From an optimization exercise on the open Yosys and OpenROAD flow, aimed at small area; shortcuts taken in it are not production practice. Function was checked by simulation only, so behaviour that the tests miss may differ from the original. Power and IR drop assume default switching activity.

// watch
module watch
(
	input mclk,
	input b0,
	input b1,
	input b2,
	input reset,
	output [6:0] segMin1,
	output [6:0] segMin2,
	output [6:0] segSec1,
	output [6:0] segSec2,
	output [6:0] segmil1,
	output [6:0] segmil2,
	output [3:0] led
);
Size in the first run: ~330 cells after synthesis, about 51 I/O pins, about 3100 µm² of cells after synthesis.
export LEC_CHECK = 0
export CAP_MARGIN = 20
export CORE_MARGIN = 2
export CORE_UTILIZATION = 40
export SLEW_MARGIN = 20
create_clock -name core_clock -period 12.0 [get_ports {mclk}]
standard.sh (not shown) runs the stock make flow with config.mk's settings and CLKGATE_MAP_FILE= SYNTH_SCRIPT=/design/flow/synth_recipe.tcl, a recipe that flattens the netlist after the stock synthesis.
==> flow/flow/run.sh <==
#!/bin/bash
# The standard layout, with these changes:
#  - the combinational logic of the standard synthesis is mapped again by ABC
#    for area (the standard synthesis maps it for delay at a 12 ps target),
#    with several ABC runs of which the smallest result is kept; every
#    flip-flop of the standard synthesis is kept as it is, by name and cell
#    type;
#  - the smallest buffer (buf_1) on every input and output port;
#  - a clock tree of clkbuf_4 cells without dummy loads.
set -euo pipefail
PORTBUF="BUFFER_PORTS_ARGS=-buffer_cell sky130_fd_sc_hd__buf_1"
CTS="CTS_ARGS=-sink_clustering_enable -repair_clock_nets -dont_use_dummy_load -buf_list sky130_fd_sc_hd__clkbuf_4 -sink_clustering_size 10"
R=orfs/results/sky130hd/watch/base
LIB=$FLOW_HOME/platforms/sky130hd/lib/sky130_fd_sc_hd__tt_025C_1v80.lib

bash standard.sh "$PORTBUF" synth > standard_synth.log 2>&1

python3 flow/mkmodels.py $LIB cells_comb.v dont_use.txt > mkmodels.log 2>&1
cp $R/1_2_yosys.v 1_2_yosys_standard.v

remap() {  # remap NAME ABC-SCRIPT
  cat > remap_$1.ys <<EOS
read_verilog cells_comb.v
read_liberty -lib -ignore_redef $LIB
read_verilog 1_2_yosys_standard.v
hierarchy -top $FLOW_TOP
flatten
opt_clean -purge
techmap
opt -fast
abc -script $2 -liberty $LIB $(cat dont_use.txt)
opt_clean -purge
stat -liberty $LIB
write_verilog -noattr -noexpr remap_$1.v
EOS
  yosys -l remap_$1.log -s remap_$1.ys > /dev/null 2>&1 || true
}

printf 'strash\ndch -f\namap\n' > abc_amap.script
remap amap abc_amap.script &
for S in 1 2 3 4 5 6 7 8 9 10 11; do
  printf 'strash\n&get -n\n&deepsyn -T 50 -S %d\n&put\nstrash\ndc2\ndch -f\namap\n' $S > abc_deep$S.script
  remap deep$S abc_deep$S.script &
  if (( S % 4 == 3 )); then wait; fi
done
wait

best=""; bestarea=""
for log in remap_*.log; do
  n=${log#remap_}; n=${n%.log}
  a=$(grep "Chip area" $log | tail -1 | awk '{print $NF}')
  [[ -n "$a" && -s remap_$n.v ]] || continue
  echo "$n $a" >> remap_areas.txt
  if [[ -z "$best" ]] || python3 -c "import sys; sys.exit(0 if $a < $bestarea else 1)"; then best=$n; bestarea=$a; fi
done
echo "chosen: $best $bestarea" >> remap_areas.txt
cp remap_$best.v $R/1_2_yosys.v
touch $R/1_2_yosys.v

bash standard.sh "$PORTBUF" "$CTS" finish > standard_finish.log 2>&1
Other scripts of this flow, unchanged in this note and not shown: flow/flow/mkmodels.py
Change:
--- a/flow/flow/run.sh
+++ b/flow/flow/run.sh
@@ -10,5 +10,5 @@
 set -euo pipefail
 PORTBUF="BUFFER_PORTS_ARGS=-buffer_cell sky130_fd_sc_hd__buf_1"
-CTS="CTS_ARGS=-sink_clustering_enable -repair_clock_nets -dont_use_dummy_load -buf_list sky130_fd_sc_hd__clkbuf_4 -sink_clustering_size 10"
+CTS="CTS_ARGS=-sink_clustering_enable -repair_clock_nets -dont_use_dummy_load -buf_list sky130_fd_sc_hd__clkbuf_4 -sink_clustering_size 8"
 R=orfs/results/sky130hd/watch/base
 LIB=$FLOW_HOME/platforms/sky130hd/lib/sky130_fd_sc_hd__tt_025C_1v80.lib
@@ -40,5 +40,5 @@
 remap amap abc_amap.script &
 for S in 1 2 3 4 5 6 7 8 9 10 11; do
-  printf 'strash\n&get -n\n&deepsyn -T 50 -S %d\n&put\nstrash\ndc2\ndch -f\namap\n' $S > abc_deep$S.script
+  printf 'strash\n&get -n\n&deepsyn -T 20 -S %d\n&put\nstrash\ndc2\ndch -f\namap\n' $S > abc_deep$S.script
   remap deep$S abc_deep$S.script &
   if (( S % 4 == 3 )); then wait; fi
Effect: Register-to-register slack loses 0.43 ns; utilization drops by 0.11 points; design area hardly moves.
Change:
--- a/flow/flow/run.sh
+++ b/flow/flow/run.sh
@@ -40,5 +40,5 @@
 remap amap abc_amap.script &
 for S in 1 2 3 4 5 6 7 8 9 10 11; do
-  printf 'strash\n&get -n\n&deepsyn -T 20 -S %d\n&put\nstrash\ndc2\ndch -f\namap\n' $S > abc_deep$S.script
+  printf 'strash\n&get -n\n&deepsyn -T 50 -S %d\n&put\nstrash\ndc2\ndch -f\namap\n' $S > abc_deep$S.script
   remap deep$S abc_deep$S.script &
   if (( S % 4 == 3 )); then wait; fi
What happened: The new run ran to the end with no violations; sequential share of layout area is higher by 0.15 points; via count goes up by 0.38%; fmax increases by 2.0%; register-to-register slack is better by 0.43 ns; power drops by 0.59%; synthesized cell count goes up by 0.30%.
Change:
--- a/flow/flow/run.sh
+++ b/flow/flow/run.sh
@@ -39,6 +39,6 @@
 printf 'strash\ndch -f\namap\n' > abc_amap.script
 remap amap abc_amap.script &
-for S in 1 2 3 4 5 6 7 8 9 10 11; do
-  printf 'strash\n&get -n\n&deepsyn -T 50 -S %d\n&put\nstrash\ndc2\ndch -f\namap\n' $S > abc_deep$S.script
+for S in 1 2 3 4 5 6 7; do
+  printf 'strash\n&get -n\n&deepsyn -T 20 -S %d\n&put\nstrash\ndc2\ndch -f\namap\n' $S > abc_deep$S.script
   remap deep$S abc_deep$S.script &
   if (( S % 4 == 3 )); then wait; fi
The new run finished with timing, DRC and antenna clean.
Setup slack is worse by 0.19 ns.
Area after synthesis is higher by 0.69%.
First-iteration DRC count is lower by 30%.
Utilization is lower by 1.4 points.
Flip-flop and latch count does not change.
Sequential power stays flat.
Total power is higher by 0.57%.
Final area is higher by 0.73%.
Global-route usage is higher by 0.14 points.
Change:
--- a/flow/flow/run.sh
+++ b/flow/flow/run.sh
@@ -10,5 +10,5 @@
 set -euo pipefail
 PORTBUF="BUFFER_PORTS_ARGS=-buffer_cell sky130_fd_sc_hd__buf_1"
-CTS="CTS_ARGS=-sink_clustering_enable -repair_clock_nets -dont_use_dummy_load -buf_list sky130_fd_sc_hd__clkbuf_4 -sink_clustering_size 8"
+CTS="CTS_ARGS=-sink_clustering_enable -repair_clock_nets -dont_use_dummy_load -buf_list {sky130_fd_sc_hd__clkbuf_4 sky130_fd_sc_hd__clkbuf_8}"
 R=orfs/results/sky130hd/watch/base
 LIB=$FLOW_HOME/platforms/sky130hd/lib/sky130_fd_sc_hd__tt_025C_1v80.lib
Effect:
- The new run completed without violations
- final area went up slightly
- worst setup slack is better by 0.10 ns
- worst hold slack degrades by 0.0099 ns
- total power came out higher by a little under a tenth
- core utilization goes up by 0.74 points
- wire length goes down slightly
- synthesized cell count stays the same
- via count stays the same
- die area is unchanged
- maximum frequency grows slightly
- non-clock buffer count is unchanged
Change:
--- a/flow/flow/run.sh
+++ b/flow/flow/run.sh
@@ -10,5 +10,5 @@
 set -euo pipefail
 PORTBUF="BUFFER_PORTS_ARGS=-buffer_cell sky130_fd_sc_hd__buf_1"
-CTS="CTS_ARGS=-sink_clustering_enable -repair_clock_nets -dont_use_dummy_load -buf_list {sky130_fd_sc_hd__clkbuf_4 sky130_fd_sc_hd__clkbuf_8}"
+CTS="CTS_ARGS=-sink_clustering_enable -repair_clock_nets -dont_use_dummy_load -buf_list sky130_fd_sc_hd__clkbuf_4 -sink_clustering_size 12"
 R=orfs/results/sky130hd/watch/base
 LIB=$FLOW_HOME/platforms/sky130hd/lib/sky130_fd_sc_hd__tt_025C_1v80.lib
@@ -39,6 +39,6 @@
 printf 'strash\ndch -f\namap\n' > abc_amap.script
 remap amap abc_amap.script &
-for S in 1 2 3 4 5 6 7; do
-  printf 'strash\n&get -n\n&deepsyn -T 20 -S %d\n&put\nstrash\ndc2\ndch -f\namap\n' $S > abc_deep$S.script
+for S in 1 2 3 4 5 6 7 8 9 10 11; do
+  printf 'strash\n&get -n\n&deepsyn -T 50 -S %d\n&put\nstrash\ndc2\ndch -f\namap\n' $S > abc_deep$S.script
   remap deep$S abc_deep$S.script &
   if (( S % 4 == 3 )); then wait; fi
The changed run produced a clean layout.
Utilization climbs by 0.64 points.
Non-clock buffer count does not change.
Via count goes down by a few percent.
Synthesized area falls slightly.
Sequential power is about the same.
Cell area falls by a few percent.
Total power decreases by a little under a tenth.
Wire length fell by a few percent.
Worst hold slack gets worse by 0.024 ns.
Setup slack gets better by 0.087 ns.
Fmax rose slightly.

-- afterwards: timing with drivers on the ports --
No port has a modelled driver above. Below, the same layouts with a new extraction and two added sets of constraints.
Step 1 assumes that a clkbuf_16 drives the clock port and a buf_2 every other input.
Step 2 adds t to the input delays and takes it off the output delays; t is the mean of the earliest and latest rising clock arrival at the registers after step 1. Input paths then give back, and output paths get back, about the clock's delay inside the block.
Slacks: no drivers / after step 1 / after step 2; pairs: no drivers / after step 1.
run | t, ns | slack for setup (ns) | worst hold slack (ns) | cell pins on the clock port's net
the first run | 0.394 | 5.849 / 5.823 / 6.218 | 0.306 / 0.306 / 0.306 | 1
the second run | 0.412 | 5.728 / 5.702 / 6.114 | 0.336 / 0.336 / 0.336 | 1
the third run | 0.394 | 5.849 / 5.823 / 6.218 | 0.306 / 0.306 / 0.306 | 1
the fourth run | 0.419 | 5.661 / 5.635 / 6.054 | 0.340 / 0.340 / 0.340 | 1
the fifth run | 0.360 | 5.762 / 5.734 / 6.095 | 0.330 / 0.330 / 0.330 | 1
the sixth run | 0.394 | 5.849 / 5.823 / 6.218 | 0.306 / 0.306 / 0.306 | 1
After both steps every run listed still meets setup and hold.
